This is an optimization exercise on Yosys and OpenROAD, whose aim is small area, a short achievable clock period and few clock cycles per item, not a production implementation.
Where RTL was checked, it was by simulation tests only, not by an equivalence proof against the original.
No functional check of the RTL was part of runs 1 to 5.
Power is estimated from default activity; no workload was simulated.

**design.v**
```verilog
`timescale 1ns / 1ps
module dma_controller(
    input wire clk,
    input wire reset,
    input wire trigger,
    input wire [4:0] length,
    input wire [31:0] source_address,
    input wire [31:0] destination_add,
    input wire ARREADY,
    input wire [31:0] RDATA,
    input wire RVALID,
    input wire AWREADY,
    input wire WREADY,
    input wire BVALID,
    output reg done,
    output wire [31:0] ARADDR,
    output wire ARVALID,
    output wire RREADY,
    output wire [31:0] AWADDR,
    output wire AWVALID,
    output wire [31:0] WDATA,
    output wire WVALID,
    output wire BREADY
);
    wire [2:0] words = length[4:2];
    addr_stream ar (.clk(clk), .reset(reset), .trigger(trigger), .words(words),
                    .base(source_address), .ready(ARREADY),
                    .valid(ARVALID), .addr(ARADDR));
    addr_stream aw (.clk(clk), .reset(reset), .trigger(trigger), .words(words),
                    .base(destination_add), .ready(AWREADY),
                    .valid(AWVALID), .addr(AWADDR));
    reg busy;
    assign WDATA = RDATA;
    assign WVALID = RVALID & busy;
    assign RREADY = WREADY & busy;
    reg [2:0] b_idx;
    assign BREADY = 1'b1;
    wire b_last = (b_idx + 3'd1) == words;
    always @(posedge clk or posedge reset) begin
        if (reset) begin
            b_idx <= 3'd0;
            busy <= 1'b0;
            done <= 1'b0;
        end else if (trigger) begin
            b_idx <= 3'd0;
            busy <= 1'b1;
            done <= 1'b0;
        end else if (busy && BVALID) begin
            b_idx <= b_idx + 3'd1;
            busy <= !b_last;
            done <= b_last;
        end
    end
endmodule
module addr_stream(
    input wire clk,
    input wire reset,
    input wire trigger,
    input wire [2:0] words,
    input wire [31:0] base,
    input wire ready,
    output wire valid,
    output wire [31:0] addr
);
    localparam G = 4;                       
    localparam NG = (27 + G - 1) / G;       
    reg busy;
    reg [2:0] idx;
    reg [2:0] flip_lo;
    reg [NG-1:0] carry;
    assign valid = trigger | busy;
    wire hs = valid & ready;
    wire last = (idx + 3'd1) == words;
    wire [2:0] idx_next = hs ? (last ? 3'd0 : idx + 3'd1) : idx;
    always @(posedge clk or posedge reset) begin
        if (reset) begin
            idx <= 3'd0;
            busy <= 1'b0;
        end else begin
            idx <= idx_next;
            if (hs)
                busy <= !last;
            else if (trigger)
                busy <= 1'b1;
        end
    end
    wire [3:0] lo_next = {1'b0, base[4:2]} + {1'b0, idx_next};
    wire [26:0] up = base[31:5];
    always @(posedge clk) begin
        flip_lo <= lo_next[2:0] ^ base[4:2];
    end
    genvar g, k;
    generate
        for (g = 0; g < NG; g = g + 1) begin : grp
            wire below;
            if (g == 0) begin : first
                assign below = 1'b1;
            end else begin : rest
                assign below = &up[g*G-1:0];
            end
            always @(posedge clk)
                carry[g] <= lo_next[3] & below;
        end
    endgenerate
    assign addr[1:0] = 2'b00;
    assign addr[4:2] = base[4:2] ^ flip_lo;
    generate
        for (k = 0; k < 27; k = k + 1) begin : bit_up
            localparam integer GB = (k / G) * G;    
            wire inner;
            if (k == GB) begin : first
                assign inner = 1'b1;
            end else begin : rest
                assign inner = &up[k-1:GB];
            end
            assign addr[5 + k] = up[k] ^ (carry[k / G] & inner);
        end
    endgenerate
endmodule
```
**flow/run.sh**
```bash
#!/bin/bash
# Standard layout, but with the smallest buffer on the ports (the flow upsizes
# them where timing needs it).
set -euo pipefail
export BUFFER_PORTS_ARGS="-buffer_cell sky130_fd_sc_hd__buf_1"
bash standard.sh > standard.log 2>&1
```
**standard.sh**
```bash
#!/bin/bash
# synth_recipe.tcl (not shown) runs the flow's synth.tcl, then flattens the netlist and writes it again
# the make line also repeats each setting of config.mk as NAME=value (left out here)
make -C /OpenROAD-flow-scripts/flow DESIGN_CONFIG=/design/flow/config.mk WORK_HOME=/design/flow/orfs CLKGATE_MAP_FILE= SYNTH_SCRIPT=/design/flow/synth_recipe.tcl "${@:-finish}"
```
**config.mk**
```make
export PLATFORM = sky130hd
export DESIGN_NAME = dma_controller
export DESIGN_NICKNAME = dma_controller
export VERILOG_FILES = /design/flow/design.v
export SDC_FILE = /design/flow/constraint.sdc
export NUM_CORES = 4
export LEC_CHECK = 0
export CAP_MARGIN = 20
export CORE_MARGIN = 2
export CORE_UTILIZATION = 40
export SETUP_SLACK_MARGIN = 2.0
export SLEW_MARGIN = 20
```
**constraint.sdc**
```tcl
create_clock -name core_clock -period 4.0 [get_ports {clk}]
set_input_delay 0.8000 -clock core_clock [delete_from_list [all_inputs] [get_ports {clk}]]
set_output_delay 0.8000 -clock core_clock [all_outputs]
set_load 0.01 [all_outputs]
```
==> flow_summary.yaml, run 1 <==
synth:
  seq_area_frac_synth_pct: 28.2
  ys_warn_count: 2
  avgSynthCellArea_um2: 9.51
  gate_count_post_synth: 271
  postSynthRegisterBits: 33
  synthDistinctLibCells: 37
  synthesis.area_um2: 2580
layout:
  fillers: 473
  antenna_cells: 0
  fin_nets: 528
  drive_gt1_share_pct: 54.7
  layout.cells.most_common: "sky130_fd_sc_hd__buf_2"
  synthToLayoutAreaGrowth_pct: 71.4
  stdcell_area_um2: 4420
  most-common-layout-cells: "47 x sky130_fd_sc_hd__buf_2, 32 x sky130_fd_sc_hd__buf_6, 31 x sky130_fd_sc_hd__buf_8"
critical_path:
  cp-startpoint: "length[4]"
  regToRegStartpoint: "ar.idx[1]"
  data_required_time_of_the_critical_path_ns: 4.16
  path_max_fanout: 7
  worstSetupPathType: "in -> reg"
  worstPathCellList: "buf_8 -> xor3_2 -> nor3_4 -> o31ai_2 -> ha_1 -> a21o_1 -> a21oi_4 -> nor3_1"
  regToRegSetupSlack_ns: 1.76
  critical_path.endpoint_type: "register"
  worst_setup_path_start_kind: "input port"
  worst_path_largest_cell_delay_ns: 0.46
  cell_with_the_largest_stage_delay_on_the_worst_path: "sky130_fd_sc_hd__xor3_2"
  cp_data_arrival_time_ns: 2.47
global_routing:
  grt_pass1_wl_mm: 11.2
  first_global_vias: 2410
  grt_max_degree: 14
  globalRouteOverflowTotal: 0
  grtUsageTotal_pct: 19.6
  antenna_found_initial: 0
timing:
  finalHoldWorstSlack_ns: 0.517
  slew_violations: 0
  timing_worst_slew_pin_value_ns: 0.518
  fin_setup_tns_ns: 0
  setup_viol: 0
  share_of_the_clock_period_used_by_the_worst_path_after_layout_pct: 57.7
  rsz0062_at_grt: "true"
  fmax_ghz: 0.433
  worst_clock_skew_ns: 0.00585
  relSlewSlack_pct: 65.4
  timing.final.crit_period_ns: 2.31
  final-hold-violation-count: 0
placed_design:
  postPlaceCellArea_um2: 3110
  routability_cong: 0.831
  detail_placement_hpwl_mm: 4.90
  port-buffer-count: 135
hold_path:
  min_path_type: "in -> async"
flow_run:
  number_of_violations_of_the_max_capacitance_limit: 0
power_and_ir_drop:
  static-leakage-power_uw: 0.00187
  cellPowerDensity_nw_per_um2: 400
  vdd_ir_drop_max_v: 0.000325
  finalPower_uw: 1760
route:
  drt-vias-per-instance: 5.04
  drt_drc_violations_left: 0
  vias: 2378
  ant_nets: 0
  drt_first_iter_violations: 44
  wire_per_inst_um: 15.6
  finalWirelength_mm: 7.39
  detail_route.first_pass.iterations: 4
clock_network:
  htree_num_levels: 2
  clockRootBuffer: "sky130_fd_sc_hd__clkbuf_8"
  worstSkewPairLatency_ns: 0.28
  tritoncts_sinks: 33
  tritoncts.num_buffers: 5
  cts_tree: "built"
  cts.clk_slew.worst_paths_ns: 0.07
  ctsLongestPathBuffers: 2
floorplanning:
  floorplan.die.height_um: 84.3
  core_area_um2: 6280
  die_w_um: 84.3
  initial_core_util_pct: 41.0
  die_area_um2: 7100
  num_rows: 29
  io-pin-count: 211
status:
  run_status: "complete, no violations"
## metrics by stage
stage                     instances  worst slack (ns)  util [%]
final                           472              1.69      70.4
after global routing            472              1.62      70.4
after CTS                       464              1.67      67.0
after detailed placement        448              1.23      49.6
after global placement          448              1.24      49.6
after floorplan                 274              1.73         -
## final timing paths
path	end	cells past startpoint
setup / recovery	aw.carry[2]	8
hold / removal	aw.idx[1]	2
setup reg to reg	ar.carry[0]	8
hold reg to reg	b_idx[1]	2
max in group asynchronous	aw.idx[2]	2
min in group core_clock	b_idx[1]	2
## routing by layer
metal	part of all wire, %	wire, um	track usage (%)	up-vias
met1	33	2470	20.5	1123
met4	4.1	300	6.89	0
met2	56	4170	38.1	95
met3	6.1	447	4.03	26
met5	0	0	0	-
li1	-	-	-	1134
## Yosys cell counts
library cell / instances / area (um^2)
sky130_fd_sc_hd__nand4b_1: 1 / 8.76
sky130_fd_sc_hd__and2_1: 2 / 12.5
sky130_fd_sc_hd__nor4_1: 2 / 12.5
sky130_fd_sc_hd__or3_1: 1 / 6.26
sky130_fd_sc_hd__ha_1: 23 / 288
sky130_fd_sc_hd__and3_1: 1 / 6.26
sky130_fd_sc_hd__nor4_2: 1 / 12.5
sky130_fd_sc_hd__or2_2: 6 / 37.5
sky130_fd_sc_hd__dfxtp_1: 20 / 400
sky130_fd_sc_hd__inv_1: 9 / 33.8
sky130_fd_sc_hd__o21ai_0: 2 / 10.0
sky130_fd_sc_hd__or4_4: 2 / 22.5
sky130_fd_sc_hd__buf_4: 37 / 278
sky130_fd_sc_hd__mux2i_1: 1 / 10.0
sky130_fd_sc_hd__nor2_1: 7 / 26.3
sky130_fd_sc_hd__nor3_1: 8 / 40.0
sky130_fd_sc_hd__xnor2_1: 33 / 289
sky130_fd_sc_hd__o31a_1: 1 / 8.76
sky130_fd_sc_hd__xnor3_1: 1 / 22.5
sky130_fd_sc_hd__o22a_1: 1 / 8.76
sky130_fd_sc_hd__nand4_1: 23 / 144
sky130_fd_sc_hd__a21boi_0: 2 / 15.0
sky130_fd_sc_hd__nand3b_1: 1 / 7.51
sky130_fd_sc_hd__xor2_1: 29 / 254
sky130_fd_sc_hd__dfrtp_1: 13 / 325
sky130_fd_sc_hd__buf_2: 1 / 5.00
sky130_fd_sc_hd__a21o_1: 2 / 15.0
sky130_fd_sc_hd__nand3_1: 17 / 85.1
sky130_fd_sc_hd__mux2_2: 1 / 11.3
sky130_fd_sc_hd__conb_1: 2 / 7.51
sky130_fd_sc_hd__nand2_1: 8 / 30.0
sky130_fd_sc_hd__a21oi_1: 3 / 15.0
sky130_fd_sc_hd__o21ai_1: 3 / 15.0
sky130_fd_sc_hd__o31ai_1: 2 / 15.0
sky130_fd_sc_hd__fa_1: 2 / 40.0
sky130_fd_sc_hd__o211a_1: 1 / 10.0
sky130_fd_sc_hd__xor3_1: 2 / 47.6
## kinds of logic after synthesis
family	after synthesis	share of synthesized area, %
AOI/OAI and AO/OA	17	4.37
xor gates and xnor gates	65	23.8
adders and majority gates	25	12.7
buffers and inverters	47	12.3
DFF	33	28.2
muxes	2	0.826
other	2	0.292
and+or+nand+nor	80	17.5
## layout make-up
type	instances	area [um^2]	share of cell area (%)
Multi-Input combinational cell	194	2140	48.5
Timing Repair Buffer	151	1320	29.8
Sequential cell	33	726	16.4
Clock buffer	7	96.3	2.18
Tap cell	77	96.3	2.18
Inverter	9	33.8	0.765
Clock inverter	1	5.00	0.113
## worst max-delay path: cells and delay by family
family,cells,cell delay [ns]
XOR/XNOR,1,0.46
AO/OA/AOI/OAI,3,0.55
buffers and inverters,1,0.07
adder cells (fa/ha/maj),1,0.27
AND/OR/NAND/NOR,2,0.31
## timing repair
item,in CTS,in global routing
buffers inserted,8,8
cloned,0,0
hold buffers,0,0
setup endpoints to repair,82,78
pin swaps,57,54
gates resized for setup,284,23
## where the power goes
group	switching [uW]	internal (uW)
Clock	124	156
Sequential	60.7	417
Combinational	464	543
## state kept, by name, indices dropped and copies added, names as in the netlist
name and cells:
ar.busy 1, ar.carry 7, ar.flip_lo 3, ar.idx 3, aw.busy 1, aw.carry 7, aw.flip_lo 3, aw.idx 3
b_idx 3, busy 1, done 1
==> run 2: changes to the inputs <==
--- a/config.mk
+++ b/config.mk
@@ -8,5 +8,5 @@
 export CAP_MARGIN = 20
 export CORE_MARGIN = 2
 export CORE_UTILIZATION = 40
-export SETUP_SLACK_MARGIN = 2.0
+export SETUP_SLACK_MARGIN = 1.5
 export SLEW_MARGIN = 20
==> run 2 against run 1 <==
  * Clock power fell by 8.6%
  * Setup slack got worse by 0.099 ns
  * Register-to-register slack got worse by 0.14 ns
  * Clock-buffer cell count rose by 1
  * Non-clock buffer count fell by 15
  * Critical path depth rose by 1
  * Critical path type unchanged
  * Design area fell by 30%
  * Total power fell by 16%
  * Combinational power fell by 26%
  * Fmax fell by 4.1%
  * Die area did not move
  * Largest power group unchanged
  * Global-route usage fell by 4.5 points
==> flow_summary.yaml, run 2 <==
clock_network:
  tritoncts_sinks: 33
  cts_hold_buf: 0
  tritoncts.num_buffers: 5
  clockRootBuffer: "sky130_fd_sc_hd__clkbuf_8"
  ctsLongestPathBuffers: 2
  cts_tree: "built"
  worstSkewPairLatency_ns: 0.28
  htree_num_levels: 2
  cts.clk_slew.worst_paths_ns: 0.07
timing:
  fin_setup_tns_ns: 0
  slew_violations: 0
  final-hold-violation-count: 0
  fmax_ghz: 0.415
  timing.final.crit_period_ns: 2.41
  worst_clock_skew_ns: 0.00367
  relSlewSlack_pct: 63.2
  worst_slack_ns: 1.59
  share_of_the_clock_period_used_by_the_worst_path_after_layout_pct: 60.2
  timing_worst_slew_pin_value_ns: 0.551
  rsz0062_at_grt: "true"
  setup_viol: 0
synth:
  synth.top_cells.by_count: "37 x sky130_fd_sc_hd__buf_4, 33 x sky130_fd_sc_hd__xnor2_1, 29 x sky130_fd_sc_hd__xor2_1"
  synth_largest_area_cell: "sky130_fd_sc_hd__dfxtp_1"
  synth_top_cells_by_area: "sky130_fd_sc_hd__dfxtp_1 16%, sky130_fd_sc_hd__dfrtp_1 13%, sky130_fd_sc_hd__xnor2_1 11%"
  synthDominantCellAreaShare_pct: 15.5
  synthesis.area_um2: 2580
  asyncSetResetFlopFracSynth_pct: 39.4
  seq_area_frac_synth_pct: 28.2
  synth_top_flop_cell: "sky130_fd_sc_hd__dfxtp_1"
  avgSynthCellArea_um2: 9.51
  synthDistinctLibCells: 37
  postSynthRegisterBits: 33
  gate_count_post_synth: 271
  ys_warn_count: 2
  synth_edf_count: 0
  post-synth-top-count-cell: "sky130_fd_sc_hd__buf_4"
power_and_ir_drop:
  static-leakage-power_uw: 0.00124
  cellPowerDensity_nw_per_um2: 480
  vdd_ir_drop_max_v: 0.000275
layout:
  layout.cells.most_common: "sky130_fd_sc_hd__buf_1"
  most-common-layout-cells: "133 x sky130_fd_sc_hd__buf_1, 33 x sky130_fd_sc_hd__xnor2_1, 28 x sky130_fd_sc_hd__xor2_1"
  layout_top_registers: "ar.carry (7), aw.carry (7)"
  drive_gt1_share_pct: 7.89
  synthToLayoutAreaGrowth_pct: 19.7
  instances_no_fill: 457
  antenna_cells: 0
  fin_nets: 513
  fillers: 631
  final_core_utilization_pct: 49.1
placed_design:
  port-buffer-count: 135
  routability_cong: 0.780
  detail_placement_hpwl_mm: 4.72
  dpl.cell_count: 448
  dpl_worst_slack_ns: 0.944
global_routing:
  first_global_vias: 2060
  grt_pass1_wl_mm: 8.82
  globalRouteOverflowTotal: 0
  antenna_found_initial: 0
  grtUsageTotal_pct: 15.0
  grt_max_degree: 14
route:
  drt_drc_violations_left: 0
  detail_route.first_pass.iterations: 4
  drt-vias-per-instance: 4.97
  vias: 2270
  wire_per_inst_um: 12.4
  ant_nets: 0
  drt_first_iter_violations: 43
  finalWirelength_mm: 5.66
hold_path:
  min_path_type: "in -> async"
floorplanning:
  core_area_um2: 6280
  die_area_um2: 7100
  num_rows: 29
  io-pin-count: 211
  floorplan.die.height_um: 84.3
  die_w_um: 84.3
  initial_core_util_pct: 41.0
critical_path:
  worst_setup_path_start_kind: "input port"
  cp_data_arrival_time_ns: 2.58
  critical_path.endpoint_type: "register"
  path_max_fanout: 4
  worstSetupPathType: "in -> reg"
  regToRegSetupSlack_ns: 1.62
  data_required_time_of_the_critical_path_ns: 4.17
flow_run:
  number_of_violations_of_the_max_capacitance_limit: 0
status:
  run_status: "complete, no violations"
==> run 2: layout make-up <==
cell class	instances	area [um^2]	area share, %
Clock buffer	8	90.1	2.92
Sequential cell	33	726	23.5
Multi-Input combinational cell	194	1620	52.6
Timing Repair Buffer	136	517	16.8
Tap cell	77	96.3	3.12
Inverter	9	33.8	1.10
==> run 2: cell families (layout without fill, tap and decap cells) <==
logic type	after synthesis	in the layout	synth area share (%)
simple gates	80	80	17.5
xor+xnor	65	65	23.8
buf+inv	47	153	12.3
flops	33	33	28.2
fa+ha+maj	25	25	12.7
compound gates	17	17	4.37
other cells	2	5	0.292
mux	2	2	0.826
==> run 2: what timing repair did <==
action | CTS | global route
endpoints found under the hold margin | 0 | 0
pin swaps | 0 | 7
resized for setup | 10 | 7
buffers inserted | 0 | 1
cloned | 0 | 0
endpoints found under the setup margin | 17 | 18
==> run 2: layer usage <==
metal	share of wire (%)	routed length [um]	track usage, %	vias to the layer above
met5	0	0	0	-
met4	2.3	133	6.01	0
met3	7.5	427	3.54	17
met2	51	2890	28.0	90
met1	39	2210	16.2	1042
li1	-	-	-	1121
==> run 2: metrics by stage <==
stage	power [uW]	cell area [um^2]	hold WS (ns)
CTS	1470	3050	0.535
finish	1480	3080	0.525
detailed placement	1140	2920	0.518
global placement	1120	2920	0.510
floorplan	988	2590	0.497
global route	1600	3080	0.546
==> run 2: worst paths after layout <==
path,start,depth (start not counted),to
setup / recovery,length[3],9,aw.flip_lo[2]
hold / removal,reset,2,aw.idx[0]
setup reg to reg,aw.idx[0],9,aw.flip_lo[2]
hold reg to reg,b_idx[1],2,b_idx[1]
max in group asynchronous,reset,2,ar.idx[0]
min in group core_clock,b_idx[1],2,b_idx[1]
==> run 2: worst max-delay path: stages <==
cell and delay [ns]:
sky130_fd_sc_hd__buf_1 0.19, sky130_fd_sc_hd__xor2_1 0.32, sky130_fd_sc_hd__nor3_4 0.10, sky130_fd_sc_hd__o21ai_2 0.19
sky130_fd_sc_hd__ha_1 0.19, sky130_fd_sc_hd__inv_1 0.05, sky130_fd_sc_hd__fa_1 0.41, sky130_fd_sc_hd__xor2_2 0.18
sky130_fd_sc_hd__xnor2_1 0.13
==> run 2: power breakdown <==
| part | switching [uW] | internal [uW] |
|---|---|---|
| logic | 406 | 344 |
| clock network | 116 | 140 |
| registers | 55.1 | 417 |
| total | 578 | 901 |
==> run 3: changes to the inputs <==
--- a/design.v
+++ b/design.v
@@ -70,24 +70,30 @@
     reg [NG-1:0] carry;
     assign valid = trigger | busy;
     wire hs = valid & ready;
-    wire last = (idx + 3'd1) == words;
-    wire [2:0] idx_next = hs ? (last ? 3'd0 : idx + 3'd1) : idx;
+    wire [2:0] idx_inc = idx + 3'd1;
+    wire last = idx_inc == words;
+    wire step = hs & !last;                 
     always @(posedge clk or posedge reset) begin
         if (reset) begin
             idx <= 3'd0;
             busy <= 1'b0;
         end else begin
-            idx <= idx_next;
+            if (hs)
+                idx <= last ? 3'd0 : idx_inc;
             if (hs)
                 busy <= !last;
             else if (trigger)
                 busy <= 1'b1;
         end
     end
-    wire [3:0] lo_next = {1'b0, base[4:2]} + {1'b0, idx_next};
+    wire [2:0] lo_inc = addr[4:2] + 3'd1;
+    wire carry_inc = carry[0] | (&addr[4:2]);
     wire [26:0] up = base[31:5];
     always @(posedge clk) begin
-        flip_lo <= lo_next[2:0] ^ base[4:2];
+        if (step)
+            flip_lo <= lo_inc ^ base[4:2];
+        else if (!busy)
+            flip_lo <= 3'd0;
     end
     genvar g, k;
     generate
@@ -98,8 +104,12 @@
             end else begin : rest
                 assign below = &up[g*G-1:0];
             end
-            always @(posedge clk)
-                carry[g] <= lo_next[3] & below;
+            always @(posedge clk) begin
+                if (step)
+                    carry[g] <= carry_inc & below;
+                else if (!busy)
+                    carry[g] <= 1'b0;
+            end
         end
     endgenerate
     assign addr[1:0] = 2'b00;
==> run 3 against run 2 <==
  * Still clean
  * Sequential cell count did not move
  * Cell count rose by 1.1%
  * Critical path depth fell by 5
  * Register-to-register slack improved by 0.17 ns
  * Total power rose by 24%
  * Sequential power rose by 39%
  * Die area rose by 6.7%
  * Area after synthesis rose by 7.1%
  * Design area rose by 3.2%
  * Combinational power rose by 24%
  * Global-route usage rose by 2.1 points
  * Clock skew rose by 0.00085 ns
  * Highest routed layer unchanged
==> flow_summary.yaml, run 3 <==
clock_network:
  tritoncts.num_buffers: 5
  cts_hold_buf: 0
  ctsLongestPathBuffers: 2
  clockRootBuffer: "sky130_fd_sc_hd__clkbuf_8"
  cts_tree: "built"
  worstSkewPairLatency_ns: 0.28
  tritoncts_sinks: 33
  htree_num_levels: 2
  cts.clk_slew.worst_paths_ns: 0.06
synth:
  postSynthRegisterBits: 33
  synthAdderAreaFrac_pct: 9.52
  synthDistinctLibCells: 36
  synthesis.area_um2: 2760
  synth_top_flop_cell: "sky130_fd_sc_hd__edfxtp_1"
  synth_largest_area_cell: "sky130_fd_sc_hd__edfxtp_1"
  synth_top_cells_by_area: "sky130_fd_sc_hd__edfxtp_1 22%, sky130_fd_sc_hd__dfrtp_1 12%, sky130_fd_sc_hd__xnor2_1 10%"
  post-synth-top-count-cell: "sky130_fd_sc_hd__buf_4"
  seq_area_frac_synth_pct: 33.6
  asyncSetResetFlopFracSynth_pct: 39.4
  synth_edf_count: 20
  ys_warn_count: 2
  synth.top_cells.by_count: "38 x sky130_fd_sc_hd__buf_4, 33 x sky130_fd_sc_hd__xnor2_1, 25 x sky130_fd_sc_hd__xor2_1"
  yosys-mux-area-fraction_pct: 0
  synth_top_family_by_area: "XOR/XNOR gates"
  yosys.area_share.simple_pct: 17.6
  gate_count_post_synth: 274
  synth_compound_area_share_pct: 6.30
  synthDominantCellAreaShare_pct: 21.8
  synthXorXnorAreaFrac_pct: 21.3
  avgSynthCellArea_um2: 10.1
power_and_ir_drop:
  clock_power_share_pct: 13.3
  netSwitchingPower_uw: 780
  p_int_uw: 1050
  power.combinational.fraction_pct: 50.9
  switching_share_pct: 42.7
  cellPowerDensity_nw_per_um2: 575
  vdd_ir_drop_max_v: 0.000283
  finalPower_uw: 1830
  static-leakage-power_uw: 0.00118
  power.share.sequential_pct: 35.8
timing:
  timing_worst_slew_pin_value_ns: 0.556
  fin_setup_tns_ns: 0
  worst_clock_skew_ns: 0.00452
  fmax_ghz: 0.432
  timing.final.crit_period_ns: 2.31
  slew_violations: 0
  setup_viol: 0
  relSlewSlack_pct: 62.7
  share_of_the_clock_period_used_by_the_worst_path_after_layout_pct: 57.8
  final-hold-violation-count: 0
  finalHoldWorstSlack_ns: 0.483
  rsz0062_at_grt: "false"
hold_path:
  hold-path-endpoint: "ar.idx[1]"
  min_from: "ar.idx[1]"
  hold_path_depth: 2
  min_path_type: "reg -> reg"
layout:
  drive_gt1_share_pct: 4.97
  layout.cells.most_common: "sky130_fd_sc_hd__buf_1"
  most-common-layout-cells: "135 x sky130_fd_sc_hd__buf_1, 33 x sky130_fd_sc_hd__xnor2_1, 25 x sky130_fd_sc_hd__xor2_1"
  antenna_cells: 0
  layout_top_registers: "ar.carry (7), aw.carry (7)"
  synthToLayoutAreaGrowth_pct: 15.3
  fin_nets: 511
  sequential_cell_area_um2: 926
  multi_input_logic_area_um2: 1530
  fillers: 674
status:
  run_status: "complete, no violations"
global_routing:
  first_global_vias: 2258
  globalRouteOverflowTotal: 0
  grt_pass1_wl_mm: 10.3
  grt_max_degree: 14
  antenna_found_initial: 0
  grtUsageTotal_pct: 17.1
floorplanning:
  num_rows: 30
  io-pin-count: 211
  initial_core_util_pct: 41.1
  core_area_um2: 6720
  die_w_um: 87.1
  floorplan.die.height_um: 87.1
  die_area_um2: 7580
route:
  wirelength_met1_mm: 2.63
  detail_route.first_pass.iterations: 4
  drt-vias-per-instance: 5.14
  drt_drc_violations_left: 0
  top_metal_used: "met4"
  ant_nets: 0
  wire_per_inst_um: 14.1
  wl_met3_um: 377
  wl_met2_mm: 3.41
  vias: 2373
  drt_first_iter_violations: 51
  finalWirelength_mm: 6.51
critical_path:
  data_required_time_of_the_critical_path_ns: 3.20
  cell_with_the_largest_stage_delay_on_the_worst_path: "sky130_fd_sc_hd__ha_1"
  r2r_end: "ar.carry[4]"
  critical_path.endpoint_type: "output port"
  worstPathCellList: "buf_1 -> ha_1 -> xor2_1 -> buf_1"
  ff2ff_path_depth: 5
  regToRegSetupSlack_ns: 1.79
  regToRegStartpoint: "ar.idx[0]"
  worstSetupPathType: "in -> out"
  path_max_fanout: 4
  worst_path_largest_cell_delay_ns: 0.20
  worst_setup_path_start_kind: "input port"
  critical-path-top-cell-by-count: "sky130_fd_sc_hd__buf_1"
  cp_data_arrival_time_ns: 1.51
placed_design:
  routability_cong: 0.832
  detail_placement_hpwl_mm: 5.64
  port-buffer-count: 135
flow_run:
  number_of_violations_of_the_max_capacitance_limit: 0
[run 3: power groups by stage]
stage	Clock [uW]	Combinational [uW]	Sequential, uW
CTS	251	947	656
floorplan	0	720	630
detailed placement	0	940	663
global placement	0	921	658
global route	263	1050	680
finish	243	932	654
[run 3: cell type report]
cell class                      instances  share of cell area (%)
Tap cell                               80                    3.15
Multi-Input combinational cell        198                    48.2
Clock inverter                          2                   0.315
Timing Repair Buffer                  136                    16.2
Sequential cell                        33                    29.1
Inverter                                7                   0.826
Clock buffer                            6                    2.28
[run 3: worst max path at each step]
stage | start | endpoint | cells past startpoint
after floorplan | destination_add[3] | aw.carry[6] | 6
after CTS | length[4] | aw.carry[6] | 4
after global placement | length[4] | aw.carry[6] | 4
after global routing | destination_add[3] | aw.carry[6] | 7
after detailed placement | length[4] | aw.carry[6] | 4
final | destination_add[9] | AWADDR[10] | 4
[run 3: cells by family (layout without fill, tap and decap cells)]
group                    after synthesis  after routing
buffers and inverters                 46            151
flip-flops                            33             33
adder cells (fa/ha/maj)               21             21
other                                  2              5
AO/OA/AOI/OAI                         21             21
XOR/XNOR                              61             61
AND/OR/NAND/NOR                       90             90
[run 3: repair_timing]
action,4_1_cts,5_1_grt
hold endpoints to repair,0,0
setup buffers,0,0
gates resized for setup,0,1
endpoints found under the setup margin,0,10
[run 3: through the flow]
stage / utilization, % / setup WS, ns / cell area, um^2 / cells
2_1_floorplan: - / 1.57 / 2770 / 277
3_3_place_gp: 46.1 / 1.30 / 3100 / 454
3_5_place_dp: 46.1 / 1.29 / 3100 / 454
4_1_cts: 47.3 / 1.60 / 3180 / 462
5_1_grt: 47.3 / 1.60 / 3180 / 462
6_report: 47.3 / 1.69 / 3180 / 462
[run 3: layer usage]
metal	vias up	global-route usage [%]
li1	1156	-
met1	1130	20.6
met2	72	30.0
met3	15	4.08
met4	0	4.97
met5	-	0
[run 3: critical path: cells and delay by family]
kind,cells,cell delay (ns)
buffers and inverters,2,0.35
adders and majority gates,1,0.20
xor gates and xnor gates,1,0.16
==> run 4: changes to the inputs <==
--- a/config.mk
+++ b/config.mk
@@ -8,5 +8,5 @@
 export CAP_MARGIN = 20
 export CORE_MARGIN = 2
 export CORE_UTILIZATION = 40
-export SETUP_SLACK_MARGIN = 1.5
+export SETUP_SLACK_MARGIN = 1.7
 export SLEW_MARGIN = 20
==> run 4 against run 3 <==
  * Still clean
  * Largest power group unchanged
  * Sequential power increased by 2%
  * Clock-buffer cell count is 2 higher
  * Total power increased by 2.0%
  * Largest cell class unchanged
  * Hold slack improved by 0.0035 ns
  * Combinational power grew 2%
  * Clock power grew 5%
==> flow_summary.yaml, run 4 <==
global_routing:
  grt_pass1_wl_mm: 9.47
  first_global_vias: 2156
  grtUsageTotal_pct: 15.8
  globalRouteOverflowTotal: 0
  antenna_found_initial: 0
  grt_max_degree: 14
clock_network:
  cts_hold_buf: 0
  ctsLongestPathBuffers: 2
  worstSkewPairLatency_ns: 0.28
  htree_num_levels: 2
  tritoncts_sinks: 33
  tritoncts.num_buffers: 5
  cts.clk_slew.worst_paths_ns: 0.06
  cts_tree: "built"
  clockRootBuffer: "sky130_fd_sc_hd__clkbuf_8"
  post-cts-setup-buffers: 0
layout:
  synthToLayoutAreaGrowth_pct: 19.2
  antenna_cells: 0
  fin_nets: 511
  sequential_cell_area_um2: 926
  fillers: 654
  multi_input_logic_area_um2: 1610
  layout.cells.most_common: "sky130_fd_sc_hd__buf_1"
  drive_gt1_share_pct: 12.0
  most-common-layout-cells: "114 x sky130_fd_sc_hd__buf_1, 32 x sky130_fd_sc_hd__xnor2_1, 22 x sky130_fd_sc_hd__xor2_1"
  layout_top_registers: "ar.carry (7), aw.carry (7)"
synth:
  gate_count_post_synth: 274
  synth_edf_count: 20
  asyncSetResetFlopFracSynth_pct: 39.4
  synth_largest_area_cell: "sky130_fd_sc_hd__edfxtp_1"
  postSynthRegisterBits: 33
  ys_warn_count: 2
  synth_top_flop_cell: "sky130_fd_sc_hd__edfxtp_1"
  synthDominantCellAreaShare_pct: 21.8
  synthesis.area_um2: 2760
  synthDistinctLibCells: 36
  synth_top_cells_by_area: "sky130_fd_sc_hd__edfxtp_1 22%, sky130_fd_sc_hd__dfrtp_1 12%, sky130_fd_sc_hd__xnor2_1 10%"
  seq_area_frac_synth_pct: 33.6
  post-synth-top-count-cell: "sky130_fd_sc_hd__buf_4"
  avgSynthCellArea_um2: 10.1
  synth.top_cells.by_count: "38 x sky130_fd_sc_hd__buf_4, 33 x sky130_fd_sc_hd__xnor2_1, 25 x sky130_fd_sc_hd__xor2_1"
hold_path:
  hold_path_depth: 2
  min_path_type: "reg -> reg"
critical_path:
  data_required_time_of_the_critical_path_ns: 3.20
  path_max_fanout: 4
  cp_data_arrival_time_ns: 1.45
  critical_path.endpoint_type: "output port"
  worstSetupPathType: "in -> out"
  regToRegSetupSlack_ns: 1.97
  worst_setup_path_start_kind: "input port"
  ff2ff_path_depth: 6
flow_run:
  number_of_violations_of_the_max_capacitance_limit: 0
placed_design:
  detail_placement_hpwl_mm: 5.37
  routability_cong: 0.823
  port-buffer-count: 135
route:
  finalWirelength_mm: 6.22
  drt-vias-per-instance: 5.05
  ant_nets: 0
  drt_first_iter_violations: 108
  drt_drc_violations_left: 0
  wire_per_inst_um: 13.5
  vias: 2332
  detail_route.first_pass.iterations: 4
floorplanning:
  die_area_um2: 7580
  core_area_um2: 6720
  initial_core_util_pct: 41.1
  die_w_um: 87.1
  num_rows: 30
  io-pin-count: 211
  floorplan.die.height_um: 87.1
timing:
  final-hold-violation-count: 0
  relSlewSlack_pct: 63.7
  setup_viol: 0
  slew_violations: 0
  worst_clock_skew_ns: 0.00442
  fin_setup_tns_ns: 0
  timing_worst_slew_pin_value_ns: 0.540
  timing.final.crit_period_ns: 2.25
  rsz0062_at_grt: "false"
  fmax_ghz: 0.444
  share_of_the_clock_period_used_by_the_worst_path_after_layout_pct: 56.3
  finalHoldWorstSlack_ns: 0.486
power_and_ir_drop:
  vdd_ir_drop_max_v: 0.000291
  cellPowerDensity_nw_per_um2: 567
  static-leakage-power_uw: 0.00127
status:
  run_status: "complete, no violations"
[run 4: cell types whose count changed in the layout (fill, tap and decap cells not counted), moves of 2 or more]
cell	previous run	this run
sky130_fd_sc_hd__clkinv_2	2	0
sky130_fd_sc_hd__xor2_1	25	22
sky130_fd_sc_hd__clkbuf_2	0	14
sky130_fd_sc_hd__buf_1	135	114
sky130_fd_sc_hd__buf_2	0	7
sky130_fd_sc_hd__xor2_4	0	2
[run 4: logic make-up (layout without fill, tap and decap cells)]
family | Yosys count | in the layout | share of synthesized area [%]
AO/OA/AOI/OAI | 21 | 21 | 6.30
XOR/XNOR | 61 | 61 | 21.3
adder cells (fa/ha/maj) | 21 | 21 | 9.52
buffers and inverters | 46 | 151 | 11.4
flip-flops | 33 | 33 | 33.6
other | 2 | 5 | 0.272
AND/OR/NAND/NOR | 90 | 90 | 17.6
[run 4: layout make-up]
class / instances / share of cell area [%]
tap: 80 / 3.04
clock buffer: 8 / 2.74
timing repair buffer: 136 / 16.4
multi-input combinational: 198 / 48.8
inverter: 7 / 0.799
sequential: 33 / 28.2
[run 4: critical path, stage by stage]
cell and delay (ns):
sky130_fd_sc_hd__buf_1 0.16, sky130_fd_sc_hd__ha_1 0.19, sky130_fd_sc_hd__xor2_1 0.14, sky130_fd_sc_hd__buf_1 0.17
[run 4: routing by layer]
layer  track usage, %  wire (um)  vias to the layer above
met3             3.22        337                       18
met5                0          0                        -
li1                 -          -                     1156
met4             5.97        141                        0
met1             19.9       2540                     1088
met2             26.7       3200                       70
[run 4: per-stage QoR]
step | cell area (um^2) | total power, uW | worst slack, ns | instances | util (%)
after floorplan | 2810 | 1370 | 1.70 | 277 | -
after global placement | 3130 | 1600 | 1.31 | 454 | 46.6
after detailed placement | 3130 | 1620 | 1.33 | 454 | 46.6
after CTS | 3250 | 1880 | 1.70 | 462 | 48.4
after global routing | 3290 | 2040 | 1.70 | 462 | 48.9
final | 3290 | 1860 | 1.75 | 462 | 48.9
[run 4: report_power, final]
group	internal [uW]	total [uW]	switching [uW]
clock network	140	254	114
logic	399	947	548
registers	548	664	116
[run 4: final timing paths]
path | start | to
min in group asynchronous | reset | ar.idx[2]
hold reg to reg | ar.idx[1] | ar.idx[1]
setup / recovery | destination_add[5] | AWADDR[6]
setup reg to reg | aw.flip_lo[0] | aw.carry[6]
hold / removal | ar.idx[1] | ar.idx[1]
max in group asynchronous | reset | ar.idx[1]
[run 4: what timing repair did]
action / 4_1_cts / 5_1_grt
pin swaps: 2 / 2
setup endpoints to repair: 16 / 29
resized for setup: 10 / 18
==> run 5: changes to the inputs <==
--- a/config.mk
+++ b/config.mk
@@ -7,6 +7,6 @@
 export LEC_CHECK = 0
 export CAP_MARGIN = 20
 export CORE_MARGIN = 2
-export CORE_UTILIZATION = 40
-export SETUP_SLACK_MARGIN = 1.7
+export CORE_UTILIZATION = 65
+export SETUP_SLACK_MARGIN = 1.5
 export SLEW_MARGIN = 20
==> run 5 against run 4 <==
  * Still clean
  * Wire length up 16%
  * Non-clock buffer count unchanged
  * Sequential power down 1%
  * Critical path type unchanged
  * Critical endpoint is now ARVALID
==> flow_summary.yaml, run 5 <==
synth:
  seq_area_frac_synth_pct: 33.6
  synthDominantCellAreaShare_pct: 21.8
  gate_count_post_synth: 274
  synth_largest_area_cell: "sky130_fd_sc_hd__edfxtp_1"
  ys_warn_count: 2
  synth.top_cells.by_count: "38 x sky130_fd_sc_hd__buf_4, 33 x sky130_fd_sc_hd__xnor2_1, 25 x sky130_fd_sc_hd__xor2_1"
  synth_top_flop_cell: "sky130_fd_sc_hd__edfxtp_1"
  synthDistinctLibCells: 36
  asyncSetResetFlopFracSynth_pct: 39.4
  yosys-mux-area-fraction_pct: 0
  synthesis.area_um2: 2760
  synth_compound_area_share_pct: 6.30
  post-synth-top-count-cell: "sky130_fd_sc_hd__buf_4"
  synth_top_family_by_area: "XOR/XNOR gates"
  postSynthRegisterBits: 33
  synthAdderAreaFrac_pct: 9.52
  synth_top_cells_by_area: "sky130_fd_sc_hd__edfxtp_1 22%, sky130_fd_sc_hd__dfrtp_1 12%, sky130_fd_sc_hd__xnor2_1 10%"
  yosys.area_share.simple_pct: 17.6
  avgSynthCellArea_um2: 10.1
  synthXorXnorAreaFrac_pct: 21.3
  synth_edf_count: 20
layout:
  fin_nets: 511
  layout.cells.most_common: "sky130_fd_sc_hd__buf_1"
  drive_gt1_share_pct: 4.97
  fillers: 300
  multi_input_logic_area_um2: 1530
  sequential_cell_area_um2: 926
  synthToLayoutAreaGrowth_pct: 14.1
  layout_top_registers: "ar.carry (7), aw.carry (7)"
  most-common-layout-cells: "135 x sky130_fd_sc_hd__buf_1, 33 x sky130_fd_sc_hd__xnor2_1, 25 x sky130_fd_sc_hd__xor2_1"
  stdcell_area_um2: 3150
hold_path:
  min_path_type: "reg -> reg"
  hold_path_depth: 2
critical_path:
  path_max_fanout: 12
  critical_path.endpoint_type: "output port"
  worstSetupPathType: "in -> out"
  ff2ff_path_depth: 6
  worst_path_largest_cell_delay_ns: 0.39
  cell_with_the_largest_stage_delay_on_the_worst_path: "sky130_fd_sc_hd__buf_1"
  data_required_time_of_the_critical_path_ns: 3.20
  critical-path-top-cell-by-count: "sky130_fd_sc_hd__buf_1"
  worst_setup_path_start_kind: "input port"
  cp_data_arrival_time_ns: 1.57
  worstPathCellList: "buf_1 -> or2_2 -> buf_1"
power_and_ir_drop:
  cellPowerDensity_nw_per_um2: 584
  finalPower_uw: 1840
  power.share.sequential_pct: 35.7
  static-leakage-power_uw: 0.00118
  netSwitchingPower_uw: 789
  switching_share_pct: 42.9
  p_int_uw: 1050
  clock_power_share_pct: 12.9
  vdd_ir_drop_max_v: 0.000517
  power.combinational.fraction_pct: 51.4
global_routing:
  grtUsageTotal_pct: 30.8
  globalRouteOverflowTotal: 0
  grt_max_degree: 14
  antenna_found_initial: 6
  grt_pass1_wl_mm: 11.4
  first_global_vias: 2329
floorplanning:
  core_area_um2: 4030
  floorplan.die.height_um: 69.2
  initial_core_util_pct: 68.5
  die_w_um: 69.2
  die_area_um2: 4780
  io-pin-count: 211
  num_rows: 23
placed_design:
  dpl_worst_slack_ns: 1.30
  postPlaceCellArea_um2: 3060
  port-buffer-count: 135
  detail_placement_hpwl_mm: 6.29
  routability_cong: 0.891
timing:
  rsz0062_at_grt: "false"
  worst_clock_skew_ns: 0.00247
  slew_violations: 0
  fin_setup_tns_ns: 0
  worst_slack_ns: 1.63
  fmax_ghz: 0.422
  timing.final.crit_period_ns: 2.37
  timing_worst_slew_pin_value_ns: 0.570
  final-hold-violation-count: 0
  setup_viol: 0
  share_of_the_clock_period_used_by_the_worst_path_after_layout_pct: 59.3
  relSlewSlack_pct: 61.7
route:
  detail_route.first_pass.iterations: 4
  wire_per_inst_um: 16.7
  drt_drc_violations_left: 0
  drt_first_iter_violations: 100
  ant_nets: 0
  vias: 2445
  finalWirelength_mm: 7.24
  drt-vias-per-instance: 5.63
flow_run:
  number_of_violations_of_the_max_capacitance_limit: 0
clock_network:
  cts.clk_slew.worst_paths_ns: 0.07
  ctsLongestPathBuffers: 2
  clockRootBuffer: "sky130_fd_sc_hd__clkbuf_8"
  worstSkewPairLatency_ns: 0.28
  tritoncts_sinks: 33
  cts_tree: "built"
  cts.repair.resized: 0
  tritoncts.num_buffers: 5
  post-cts-setup-buffers: 0
  htree_num_levels: 2
  cts_hold_buf: 0
status:
  run_status: "complete, no violations"
[run 5: layout make-up]
| cell class | count | area share, % |
|---|---|---|
| Tap cell | 50 | 1.99 |
| Clock buffer | 6 | 2.31 |
| Multi-Input combinational cell | 198 | 48.6 |
| Timing Repair Buffer | 136 | 16.3 |
| Sequential cell | 33 | 29.4 |
| Inverter | 7 | 0.835 |
| Clock inverter | 2 | 0.318 |
| Antenna cell | 2 | 0.159 |
[run 5: final timing paths]
kind | from | end | slack, ns
max in group asynchronous | reset | ar.idx[2] | 3.14
min in group asynchronous | reset | b_idx[1] | 0.51
max | trigger | ARVALID | 1.63
max reg2reg | aw.flip_lo[0] | aw.carry[6] | 1.91
min reg2reg | aw.idx[1] | aw.idx[1] | 0.49
min | aw.idx[1] | aw.idx[1] | 0.49
[run 5: logic make-up (layout without fill, tap and decap cells)]
family,count (synthesis),after routing
adders and majority gates,21,21
AOI/OAI and AO/OA,21,21
DFF,33,33
buffers and inverters,46,151
other,2,7
and+or+nand+nor,90,90
xor gates and xnor gates,61,61
[run 5: power groups by stage]
| stage | Clock (uW) | Sequential [uW] | Combinational [uW] |
|---|---|---|---|
| after floorplan | 0 | 630 | 720 |
| final | 238 | 655 | 945 |
| after detailed placement | 0 | 658 | 946 |
| after global placement | 0 | 655 | 911 |
| after global routing | 257 | 677 | 1050 |
| after CTS | 239 | 655 | 949 |
[run 5: metrics by stage]
stage	cells	hold WS (ns)	util, %
2_1_floorplan	277	0.453	-
3_3_place_gp	424	0.474	75.9
3_5_place_dp	424	0.476	75.9
4_1_cts	432	0.491	78.0
5_1_grt	433	0.526	78.1
6_report	434	0.494	78.1
[run 5: layer usage]
layer  wire, um  track usage (%)  share of wire [%]  vias to the layer above
met2       3300             48.3                 46                      144
met3       1280             21.6                 18                       27
met1       2480             33.6                 34                     1106
met5         41                0               0.57                        -
met4        134             8.71                1.9                        6
li1           -                -                  -                     1162
[run 5: worst max-delay path, delay by kind of cell]
family,cells,cell delay [ns]
buffers and inverters,2,0.54
and+or+nand+nor,1,0.22
==> run 6: changes to the inputs <==
--- a/design.v
+++ b/design.v
@@ -95,20 +95,23 @@
         else if (!busy)
             flip_lo <= 3'd0;
     end
+    reg carry0;
+    always @(posedge clk) begin
+        if (step)
+            carry0 <= carry_inc;
+        else if (!busy)
+            carry0 <= 1'b0;
+    end
     genvar g, k;
     generate
         for (g = 0; g < NG; g = g + 1) begin : grp
-            wire below;
             if (g == 0) begin : first
-                assign below = 1'b1;
+                always @(*) carry[g] = carry0;
             end else begin : rest
-                assign below = &up[g*G-1:0];
-            end
-            always @(posedge clk) begin
-                if (step)
-                    carry[g] <= carry_inc & below;
-                else if (!busy)
-                    carry[g] <= 1'b0;
+                reg below;
+                always @(posedge clk)
+                    below <= &up[g*G-1:0];
+                always @(*) carry[g] = carry0 & below;
             end
         end
     endgenerate
--- a/config.mk
+++ b/config.mk
@@ -7,6 +7,6 @@
 export LEC_CHECK = 0
 export CAP_MARGIN = 20
 export CORE_MARGIN = 2
-export CORE_UTILIZATION = 65
+export CORE_UTILIZATION = 40
 export SETUP_SLACK_MARGIN = 1.5
 export SLEW_MARGIN = 20
==> run 6 against run 5 <==
  * Setup slack better by 0.019 ns
  * Sequential share of layout area down 3.9 points
  * First-iteration DRC count down 48%
  * Via count down 6.3%
  * Area after synthesis down 1.8%
  * Clock skew up 0.0035 ns
  * Clock-buffer cell count up 1
  * Still clean on timing, DRC and antenna
  * Fmax up 0.81%
  * Wire length down 18%
==> flow_summary.yaml, run 6 <==
clock_network:
  worstSkewPairLatency_ns: 0.28
  cts.clk_slew.worst_paths_ns: 0.07
  cts_hold_buf: 0
  tritoncts.num_buffers: 5
  tritoncts_sinks: 33
  cts.repair.resized: 0
  cts_tree: "built"
  htree_num_levels: 2
  ctsLongestPathBuffers: 2
  clockRootBuffer: "sky130_fd_sc_hd__clkbuf_8"
  post-cts-setup-buffers: 0
layout:
  layout_top_registers: "ar.grp.rest.below (6), aw.grp.rest.below (6)"
  drive_gt1_share_pct: 4.71
  antenna_cells: 0
  synthToLayoutAreaGrowth_pct: 16.3
  layout.cells.most_common: "sky130_fd_sc_hd__buf_1"
  most-common-layout-cells: "135 x sky130_fd_sc_hd__buf_1, 32 x sky130_fd_sc_hd__xor2_1, 26 x sky130_fd_sc_hd__xnor2_1"
  fin_nets: 532
global_routing:
  first_global_vias: 2166
  globalRouteOverflowTotal: 0
  antenna_found_initial: 0
  grtUsageTotal_pct: 15.9
  grt_max_degree: 14
  grt_pass1_wl_mm: 9.47
hold_path:
  min_from: "aw.idx[1]"
  min_path_type: "reg -> reg"
route:
  wire_per_inst_um: 12.4
  vias: 2291
  finalWirelength_mm: 5.97
  detail_route.first_pass.iterations: 4
  ant_nets: 0
  drt-vias-per-instance: 4.77
  drt_first_iter_violations: 52
  drt_drc_violations_left: 0
synth:
  ys_warn_count: 2
  synthDistinctLibCells: 35
  synth.top_cells.by_count: "37 x sky130_fd_sc_hd__buf_4, 32 x sky130_fd_sc_hd__xor2_1, 26 x sky130_fd_sc_hd__xnor2_1"
  synth_top_cells_by_area: "sky130_fd_sc_hd__dfrtp_1 12%, sky130_fd_sc_hd__xor2_1 10%, sky130_fd_sc_hd__buf_4 10%"
  asyncSetResetFlopFracSynth_pct: 39.4
  synthesis.area_um2: 2710
  postSynthRegisterBits: 33
  synth_top_flop_cell: "sky130_fd_sc_hd__dfrtp_1"
  avgSynthCellArea_um2: 9.28
  seq_area_frac_synth_pct: 29.7
  synth_largest_area_cell: "sky130_fd_sc_hd__dfrtp_1"
  gate_count_post_synth: 292
  synth_edf_count: 8
  post-synth-top-count-cell: "sky130_fd_sc_hd__buf_4"
  synthDominantCellAreaShare_pct: 12.0
critical_path:
  worstPathCellList: "buf_1 -> and3_1 -> nand2_1 -> xnor2_1 -> buf_1"
  cp-startpoint: "destination_add[22]"
  path_max_fanout: 4
  critical-path-top-cell-by-count: "sky130_fd_sc_hd__buf_1"
  regToRegStartpoint: "ar.idx[0]"
  worstSetupPathType: "in -> out"
  worst_path_largest_cell_delay_ns: 0.20
  critical_path.endpoint_type: "output port"
  data_required_time_of_the_critical_path_ns: 3.20
  cp_data_arrival_time_ns: 1.55
  cell_with_the_largest_stage_delay_on_the_worst_path: "sky130_fd_sc_hd__and3_1"
  worst_setup_path_start_kind: "input port"
floorplanning:
  core_area_um2: 6460
  initial_core_util_pct: 42.0
  floorplan.die.height_um: 86.3
  die_area_um2: 7450
  die_w_um: 86.3
  io-pin-count: 211
  num_rows: 29
placed_design:
  port-buffer-count: 135
  detail_placement_hpwl_mm: 5.06
  routability_cong: 0.836
timing:
  timing_worst_slew_pin_value_ns: 0.527
  rsz0062_at_grt: "false"
  fmax_ghz: 0.425
  worst_clock_skew_ns: 0.00599
  slew_violations: 0
  timing.final.crit_period_ns: 2.35
  finalHoldWorstSlack_ns: 0.491
  setup_viol: 0
  relSlewSlack_pct: 64.8
  share_of_the_clock_period_used_by_the_worst_path_after_layout_pct: 58.8
  final-hold-violation-count: 0
  fin_setup_tns_ns: 0
power_and_ir_drop:
  vdd_ir_drop_max_v: 0.000266
  static-leakage-power_uw: 0.00132
  cellPowerDensity_nw_per_um2: 466
flow_run:
  number_of_violations_of_the_max_capacitance_limit: 0
status:
  run_status: "complete, no violations"
-- run 6: layout make-up --
class                   count  area, um^2
well taps                  77        96.3
flip-flops and latches     33         806
clock buffers               7        76.3
repair buffers            140         544
multi-input cells         208        1570
clock inverters             1        3.75
fillers                   660        3310
inverters                  14        52.6
-- run 6: layer usage --
metal | vias up | global-route usage [%] | part of all wire, %
li1 | 1170 | - | -
met1 | 1041 | 19.5 | 43
met2 | 71 | 28.7 | 51
met3 | 9 | 3.05 | 5.1
met4 | 0 | 3.98 | 0.84
met5 | - | 0 | 0
-- run 6: critical path: cells and delay by family --
kind	cells	cell delay [ns]
and+or+nand+nor	2	0.28
buffers and inverters	2	0.34
xor gates and xnor gates	1	0.13
-- run 6: cell families after synthesis --
group | synth area share, %
AND/OR/NAND/NOR | 20.5
XOR/XNOR | 21.4
buffers and inverters | 12.6
flip-flops | 29.7
adder cells (fa/ha/maj) | 9.70
AO/OA/AOI/OAI | 5.82
other | 0.277
-- run 6: where the power goes --
part	switching, uW	leakage, uW	total [uW]	internal (uW)
Combinational	405	0.000950	718	313
Sequential	59.7	0.000331	515	455
Clock	116	0.0000399	237	121
-- run 6: final timing paths --
kind / to / slack [ns] / cells past startpoint
setup / recovery: AWADDR[24] / 1.65 / 5
hold / removal: aw.idx[1] / 0.49 / 2
setup reg to reg: ar.flip_lo[1] / 2.08 / 4
hold reg to reg: aw.idx[1] / 0.49 / 2
max in group asynchronous: ar.idx[2] / 3.12 / 2
min in group asynchronous: aw.busy / 0.52 / 2
-- run 6: per-stage QoR --
step	setup WS, ns	cells	total power [uW]	instance area, um^2	utilization, %
4_1_cts	1.54	475	1460	3120	48.2
2_1_floorplan	1.91	295	1060	2720	-
6_report	1.65	480	1470	3150	48.8
3_5_place_dp	1.64	467	1220	3040	47.0
3_3_place_gp	1.65	467	1200	3040	47.0
5_1_grt	1.54	480	1600	3150	48.8
Testbench counts of run 6, summed over its fixed seeds: cycles 5,957, words 1,889.
==> run 7: changes to the inputs <==
--- a/config.mk
+++ b/config.mk
@@ -5,6 +5,7 @@
 export SDC_FILE = /design/flow/constraint.sdc
 export NUM_CORES = 4
 export LEC_CHECK = 0
+export ABC_CLOCK_PERIOD_IN_PS = 2000
 export CAP_MARGIN = 20
 export CORE_MARGIN = 2
 export CORE_UTILIZATION = 40
==> run 7 against run 6 <==
  * Utilization unchanged
  * Setup slack stayed put
  * First-iteration DRC count unchanged
  * Hold slack did not move
  * Combinational power about the same
  * Non-clock buffer count unchanged
  * Total power is the same
  * Sequential cell count did not move
  * Clock power about the same
  * Fmax unchanged
  * Still clean
  * Synthesized cell count unchanged
==> flow_summary.yaml, run 7 <==
layout:
  most-common-layout-cells: "135 x sky130_fd_sc_hd__buf_1, 32 x sky130_fd_sc_hd__xor2_1, 26 x sky130_fd_sc_hd__xnor2_1"
  synthToLayoutAreaGrowth_pct: 16.3
  drive_gt1_share_pct: 4.71
  layout.cells.most_common: "sky130_fd_sc_hd__buf_1"
  layout_top_registers: "ar.grp.rest.below (6), aw.grp.rest.below (6)"
  antenna_cells: 0
  fin_nets: 532
synth:
  ys_warn_count: 2
  synth_top_flop_cell: "sky130_fd_sc_hd__dfrtp_1"
  avgSynthCellArea_um2: 9.28
  postSynthRegisterBits: 33
  synth_edf_count: 8
  synth_largest_area_cell: "sky130_fd_sc_hd__dfrtp_1"
  seq_area_frac_synth_pct: 29.7
  synth_top_cells_by_area: "sky130_fd_sc_hd__dfrtp_1 12%, sky130_fd_sc_hd__xor2_1 10%, sky130_fd_sc_hd__buf_4 10%"
  asyncSetResetFlopFracSynth_pct: 39.4
  synthesis.area_um2: 2710
  synthDistinctLibCells: 35
  synth.top_cells.by_count: "37 x sky130_fd_sc_hd__buf_4, 32 x sky130_fd_sc_hd__xor2_1, 26 x sky130_fd_sc_hd__xnor2_1"
  synthDominantCellAreaShare_pct: 12.0
  post-synth-top-count-cell: "sky130_fd_sc_hd__buf_4"
  gate_count_post_synth: 292
timing:
  fmax_ghz: 0.425
  relSlewSlack_pct: 64.8
  slew_violations: 0
  worst_slack_ns: 1.65
  timing_worst_slew_pin_value_ns: 0.527
  timing.final.crit_period_ns: 2.35
  share_of_the_clock_period_used_by_the_worst_path_after_layout_pct: 58.8
  rsz0062_at_grt: "false"
  worst_clock_skew_ns: 0.00599
  fin_setup_tns_ns: 0
  setup_viol: 0
  final-hold-violation-count: 0
floorplanning:
  die_w_um: 86.3
  num_rows: 29
  initial_core_util_pct: 42.0
  io-pin-count: 211
  floorplan.die.height_um: 86.3
  die_area_um2: 7450
  core_area_um2: 6460
placed_design:
  routability_cong: 0.836
  dpl_worst_slack_ns: 1.64
  port-buffer-count: 135
  detail_placement_hpwl_mm: 5.06
global_routing:
  grt_pass1_wl_mm: 9.47
  antenna_found_initial: 0
  first_global_vias: 2166
  grtUsageTotal_pct: 15.9
  globalRouteOverflowTotal: 0
  grt_max_degree: 14
route:
  drt-vias-per-instance: 4.77
  finalWirelength_mm: 5.97
  wire_per_inst_um: 12.4
  vias: 2291
  drt_drc_violations_left: 0
  detail_route.first_pass.iterations: 4
  ant_nets: 0
  drt_first_iter_violations: 52
critical_path:
  ff2ff_path_depth: 4
  data_required_time_of_the_critical_path_ns: 3.20
  critical-path-top-cell-by-count: "sky130_fd_sc_hd__buf_1"
  worstPathCellList: "buf_1 -> and3_1 -> nand2_1 -> xnor2_1 -> buf_1"
  path_max_fanout: 4
  worst_setup_path_start_kind: "input port"
  worstSetupPathType: "in -> out"
  cp_top_family: "buffers and inverters"
  cell_with_the_largest_stage_delay_on_the_worst_path: "sky130_fd_sc_hd__and3_1"
  critical_path.endpoint_type: "output port"
  regToRegSetupSlack_ns: 2.08
  r2r_end: "ar.flip_lo[1]"
  regToRegStartpoint: "ar.idx[0]"
  worst_path_largest_cell_delay_ns: 0.20
  cp_data_arrival_time_ns: 1.55
  count_of_buffer_and_inverter_cells_on_the_critical_path: 2
power_and_ir_drop:
  static-leakage-power_uw: 0.00132
  vdd_ir_drop_max_v: 0.000266
  cellPowerDensity_nw_per_um2: 466
hold_path:
  min_from: "aw.idx[1]"
  hold_path_depth: 2
  hold-path-endpoint: "aw.idx[1]"
  min_path_type: "reg -> reg"
clock_network:
  htree_num_levels: 2
  cts_hold_buf: 0
  cts_tree: "built"
  tritoncts.num_buffers: 5
  worstSkewPairLatency_ns: 0.28
  cts.clk_slew.worst_paths_ns: 0.07
  cts.repair.resized: 0
  ctsLongestPathBuffers: 2
  clockRootBuffer: "sky130_fd_sc_hd__clkbuf_8"
  tritoncts_sinks: 33
status:
  run_status: "complete, no violations"
flow_run:
  number_of_violations_of_the_max_capacitance_limit: 0
[run 7: routing by layer]
metal  GRT usage (%)  share of wire (%)  vias up
met5               0                  0        -
li1                -                  -     1170
met1            19.5                 43     1041
met2            28.7                 51       71
met4            3.98               0.84        0
met3            3.05                5.1        9
[run 7: timing repair]
action,4_1_cts,5_1_grt
hold endpoints to repair,0,0
setup buffers,0,5
setup endpoints to repair,0,5
[run 7: worst register-to-register path, delay by kind of cell, from the launching register on]
family	cells	cell delay, ns
AOI/OAI and AO/OA	1	0.34
xor gates and xnor gates	1	0.39
adders and majority gates	1	0.34
DFF	1	0.42
and+or+nand+nor	1	0.11
[run 7: cells by family (layout without fill, tap and decap cells)]
kind of cell / Yosys count / after routing / share of synthesized area, %
xor gates and xnor gates: 61 / 61 / 21.4
other: 2 / 5 / 0.277
and+or+nand+nor: 101 / 101 / 20.5
DFF: 33 / 33 / 29.7
AOI/OAI and AO/OA: 20 / 20 / 5.82
buffers and inverters: 54 / 162 / 12.6
adders and majority gates: 21 / 21 / 9.70
[run 7: cell type report]
| cell class | instances | area (um^2) |
|---|---|---|
| Timing Repair Buffer | 140 | 544 |
| Tap cell | 77 | 96.3 |
| Clock inverter | 1 | 3.75 |
| Inverter | 14 | 52.6 |
| Multi-Input combinational cell | 208 | 1570 |
| Clock buffer | 7 | 76.3 |
| Fill cell | 660 | 3310 |
| Sequential cell | 33 | 806 |
[run 7: worst max-delay path by stage]
stage	startpoint	endpoint	slack [ns]	cells past startpoint
6_report	destination_add[22]	AWADDR[24]	1.65	5
5_1_grt	destination_add[26]	AWADDR[28]	1.54	5
4_1_cts	aw.carry0	AWADDR[22]	1.54	4
3_5_place_dp	source_address[18]	ARADDR[20]	1.64	5
3_3_place_gp	destination_add[22]	AWADDR[24]	1.65	5
2_1_floorplan	trigger	AWVALID	1.91	2
[run 7: where the power goes]
group	internal [uW]	switching [uW]
Clock	121	116
Sequential	455	59.7
Combinational	313	405
Total	889	580
[run 7: metrics by stage]
step | cell area, um^2 | hold WS, ns | util, % | power, uW | cells
floorplan | 2720 | 0.453 | - | 1060 | 295
global placement | 3040 | 0.470 | 47.0 | 1200 | 467
detailed placement | 3040 | 0.483 | 47.0 | 1220 | 467
CTS | 3120 | 0.499 | 48.2 | 1460 | 475
global route | 3150 | 0.520 | 48.8 | 1600 | 480
finish | 3150 | 0.491 | 48.8 | 1470 | 480
==> run 8: changes to the inputs <==
--- a/config.mk
+++ b/config.mk
@@ -5,7 +5,7 @@
 export SDC_FILE = /design/flow/constraint.sdc
 export NUM_CORES = 4
 export LEC_CHECK = 0
-export ABC_CLOCK_PERIOD_IN_PS = 2000
+export ABC_AREA = 1
 export CAP_MARGIN = 20
 export CORE_MARGIN = 2
 export CORE_UTILIZATION = 40
==> run 8 against run 7 <==
  * Highest routed layer unchanged
  * Via count rose by 8.0%
  * Hold slack better by 0.0023 ns
  * First-iteration DRC count down 21%
  * Sequential power up 2%
  * Sequential cell count stayed put
  * Global-route usage down 0.91 points
  * Wire length decreased by 3.9%
==> flow_summary.yaml, run 8 <==
clock_network:
  worstSkewPairLatency_ns: 0.28
  htree_num_levels: 2
  cts_hold_buf: 0
  clockRootBuffer: "sky130_fd_sc_hd__clkbuf_8"
  tritoncts_sinks: 33
  post-cts-setup-buffers: 0
  cts.clk_slew.worst_paths_ns: 0.07
  tritoncts.num_buffers: 5
  cts.repair.resized: 0
  ctsLongestPathBuffers: 2
  cts_tree: "built"
timing:
  timing.final.crit_period_ns: 2.39
  share_of_the_clock_period_used_by_the_worst_path_after_layout_pct: 59.7
  fin_setup_tns_ns: 0
  worst_clock_skew_ns: 0.00252
  fmax_ghz: 0.419
  setup_viol: 0
  rsz0062_at_grt: "false"
  relSlewSlack_pct: 64.7
  slew_violations: 0
  final-hold-violation-count: 0
  timing_worst_slew_pin_value_ns: 0.528
hold_path:
  hold_path_depth: 2
  min_from: "done"
  hold-path-endpoint: "done"
  min_path_type: "reg -> reg"
synth:
  avgSynthCellArea_um2: 7.62
  synthesis.area_um2: 2760
  synth_edf_count: 8
  asyncSetResetFlopFracSynth_pct: 39.4
  ys_warn_count: 2
  synth_top_flop_cell: "sky130_fd_sc_hd__dfrtp_1"
  synth_largest_area_cell: "sky130_fd_sc_hd__nand2_1"
  synth_top_cells_by_area: "sky130_fd_sc_hd__nand2_1 13%, sky130_fd_sc_hd__dfrtp_1 12%, sky130_fd_sc_hd__xor2_1 10%"
  synthDistinctLibCells: 26
  seq_area_frac_synth_pct: 29.2
  gate_count_post_synth: 362
  postSynthRegisterBits: 33
  post-synth-top-count-cell: "sky130_fd_sc_hd__nand2_1"
  synth.top_cells.by_count: "95 x sky130_fd_sc_hd__nand2_1, 41 x sky130_fd_sc_hd__inv_1, 37 x sky130_fd_sc_hd__buf_4"
  synthDominantCellAreaShare_pct: 12.9
route:
  top_metal_used: "met4"
  detail_route.first_pass.iterations: 4
  vias: 2474
  wire_per_inst_um: 10.5
  drt_first_iter_violations: 41
  drt-vias-per-instance: 4.51
  wirelength_met1_mm: 2.36
  drt_drc_violations_left: 0
  finalWirelength_mm: 5.74
  wl_met2_mm: 2.95
  wl_met3_um: 378
  ant_nets: 0
floorplanning:
  floorplan.die.height_um: 87.1
  die_w_um: 87.1
  die_area_um2: 7580
  initial_core_util_pct: 41.1
  num_rows: 30
  core_area_um2: 6720
  io-pin-count: 211
layout:
  layout_top_registers: "ar.grp.rest.below (6), aw.grp.rest.below (6)"
  layout.cells.most_common: "sky130_fd_sc_hd__buf_1"
  multi_input_logic_area_um2: 1520
  instances_no_fill: 549
  fillers: 708
  sequential_cell_area_um2: 806
  final_core_utilization_pct: 47.4
  most-common-layout-cells: "134 x sky130_fd_sc_hd__buf_1, 95 x sky130_fd_sc_hd__nand2_1, 41 x sky130_fd_sc_hd__inv_1"
  fin_nets: 598
  drive_gt1_share_pct: 5.97
  antenna_cells: 0
  synthToLayoutAreaGrowth_pct: 15.4
  stdcell_area_um2: 3190
critical_path:
  cp-startpoint: "source_address[9]"
  r2r_end: "ar.carry0"
  cp_data_arrival_time_ns: 1.59
  ff2ff_path_depth: 8
  data_required_time_of_the_critical_path_ns: 3.20
  worst_setup_path_start_kind: "input port"
  worstSetupPathType: "in -> out"
  regToRegSetupSlack_ns: 2.29
  path_max_fanout: 2
  regToRegStartpoint: "ar.idx[0]"
  critical_path.endpoint_type: "output port"
placed_design:
  postPlaceCellArea_um2: 3090
  port-buffer-count: 135
  routability_cong: 0.741
  detail_placement_hpwl_mm: 4.99
  dpl.cell_count: 541
global_routing:
  antenna_found_initial: 0
  grtUsageTotal_pct: 15.0
  grt_max_degree: 14
  first_global_vias: 2235
  globalRouteOverflowTotal: 0
  grt_pass1_wl_mm: 9.16
power_and_ir_drop:
  cellPowerDensity_nw_per_um2: 431
  vdd_ir_drop_max_v: 0.000325
  static-leakage-power_uw: 0.00158
flow_run:
  number_of_violations_of_the_max_capacitance_limit: 0
status:
  run_status: "complete, no violations"
-- run 8: stage by stage --
step / hold WS [ns] / total power [uW] / setup WS [ns]
after global placement: 0.469 / 1120 / 1.56
after global routing: 0.538 / 1500 / 1.50
after detailed placement: 0.474 / 1140 / 1.55
after CTS: 0.499 / 1400 / 1.55
final: 0.494 / 1370 / 1.61
after floorplan: 0.453 / 987 / 1.87
-- run 8: worst max-delay path: stages --
cell and delay, ns:
sky130_fd_sc_hd__buf_1 0.12, sky130_fd_sc_hd__nand2_1 0.09, sky130_fd_sc_hd__nor2_2 0.14, sky130_fd_sc_hd__nand2_1 0.07, sky130_fd_sc_hd__xnor2_1 0.19, sky130_fd_sc_hd__clkbuf_2 0.17
-- run 8: area by class of cell --
type	count	share of cell area, %
Timing Repair Buffer	135	15.9
Multi-Input combinational cell	250	47.7
Clock buffer	6	2.59
Sequential cell	33	25.3
Inverter	43	5.07
Tap cell	80	3.14
Clock inverter	2	0.275
-- run 8: worst max-delay path by stage --
stage | cells after the start | end | slack (ns)
after floorplan | 4 | ARADDR[20] | 1.87
after CTS | 6 | ARADDR[12] | 1.55
after global routing | 6 | ARADDR[20] | 1.50
after global placement | 6 | ARADDR[12] | 1.56
final | 6 | ARADDR[12] | 1.61
after detailed placement | 6 | ARADDR[12] | 1.55
-- run 8: cells by family after synthesis --
kind of cell	after synthesis	synth area share, %
simple gates	169	27.5
xor+xnor	51	16.2
flops	33	29.2
mux	1	0.363
compound gates	3	0.725
other cells	2	0.272
buf+inv	82	16.3
fa+ha+maj	21	9.52
-- run 8: power by group --
| group | switching [uW] | leakage, uW | total, uW | internal [uW] |
|---|---|---|---|---|
| Clock | 119 | 0.0000486 | 256 | 136 |
| Combinational | 360 | 0.00119 | 594 | 235 |
| Sequential | 74.9 | 0.000338 | 525 | 450 |
-- run 8: layer usage --
layer  track usage, %  up-vias
met5                0        -
met4             4.12        0
met3             3.70       10
met2             27.6       82
met1             17.1     1092
li1                 -     1290

port drivers added, routing unchanged:
Ports are ideal in the flow. The routed layouts listed here were re-timed in OpenROAD. Step 1: set_driving_cell puts a clkbuf_16 on clk and a buf_2 on each other input, an assumption about the parent block. Step 2 adds t to the input delays and takes it off the output delays; t is the mean of the earliest and latest rising clock arrival at the registers after step 1. Input paths then give back, and output paths get back, about the clock's delay inside the block. Three values: ideal, step 1, step 2; two values: the first two.
| run | shift t [ns] | setup slack, ns | worst slew at a driven data input, ns |
|---|---|---|---|
| run 1 | 0.301 | 1.692 / 1.648 / 1.347 | 0.08 |
| run 2 | 0.301 | 1.593 / 1.594 / 1.293 | 0.07 |
| run 3 | 0.305 | 1.687 / 1.654 / 1.400 | 0.08 |
| run 4 | 0.304 | 1.748 / 1.702 / 1.485 | 0.08 |
| run 5 | 0.310 | 1.629 / 1.599 / 1.357 | 0.11 |
| run 6 | 0.299 | 1.648 / 1.619 / 1.619 | 0.07 |
| run 7 | 0.299 | 1.648 / 1.619 / 1.619 | 0.07 |
| run 8 | 0.302 | 1.614 / 1.591 / 1.591 | 0.07 |
After both steps every run listed still meets setup and hold. For run 1, which loses most, drivers alone change the setup slack by -0.044 ns; drivers and shift together by -0.345 ns.
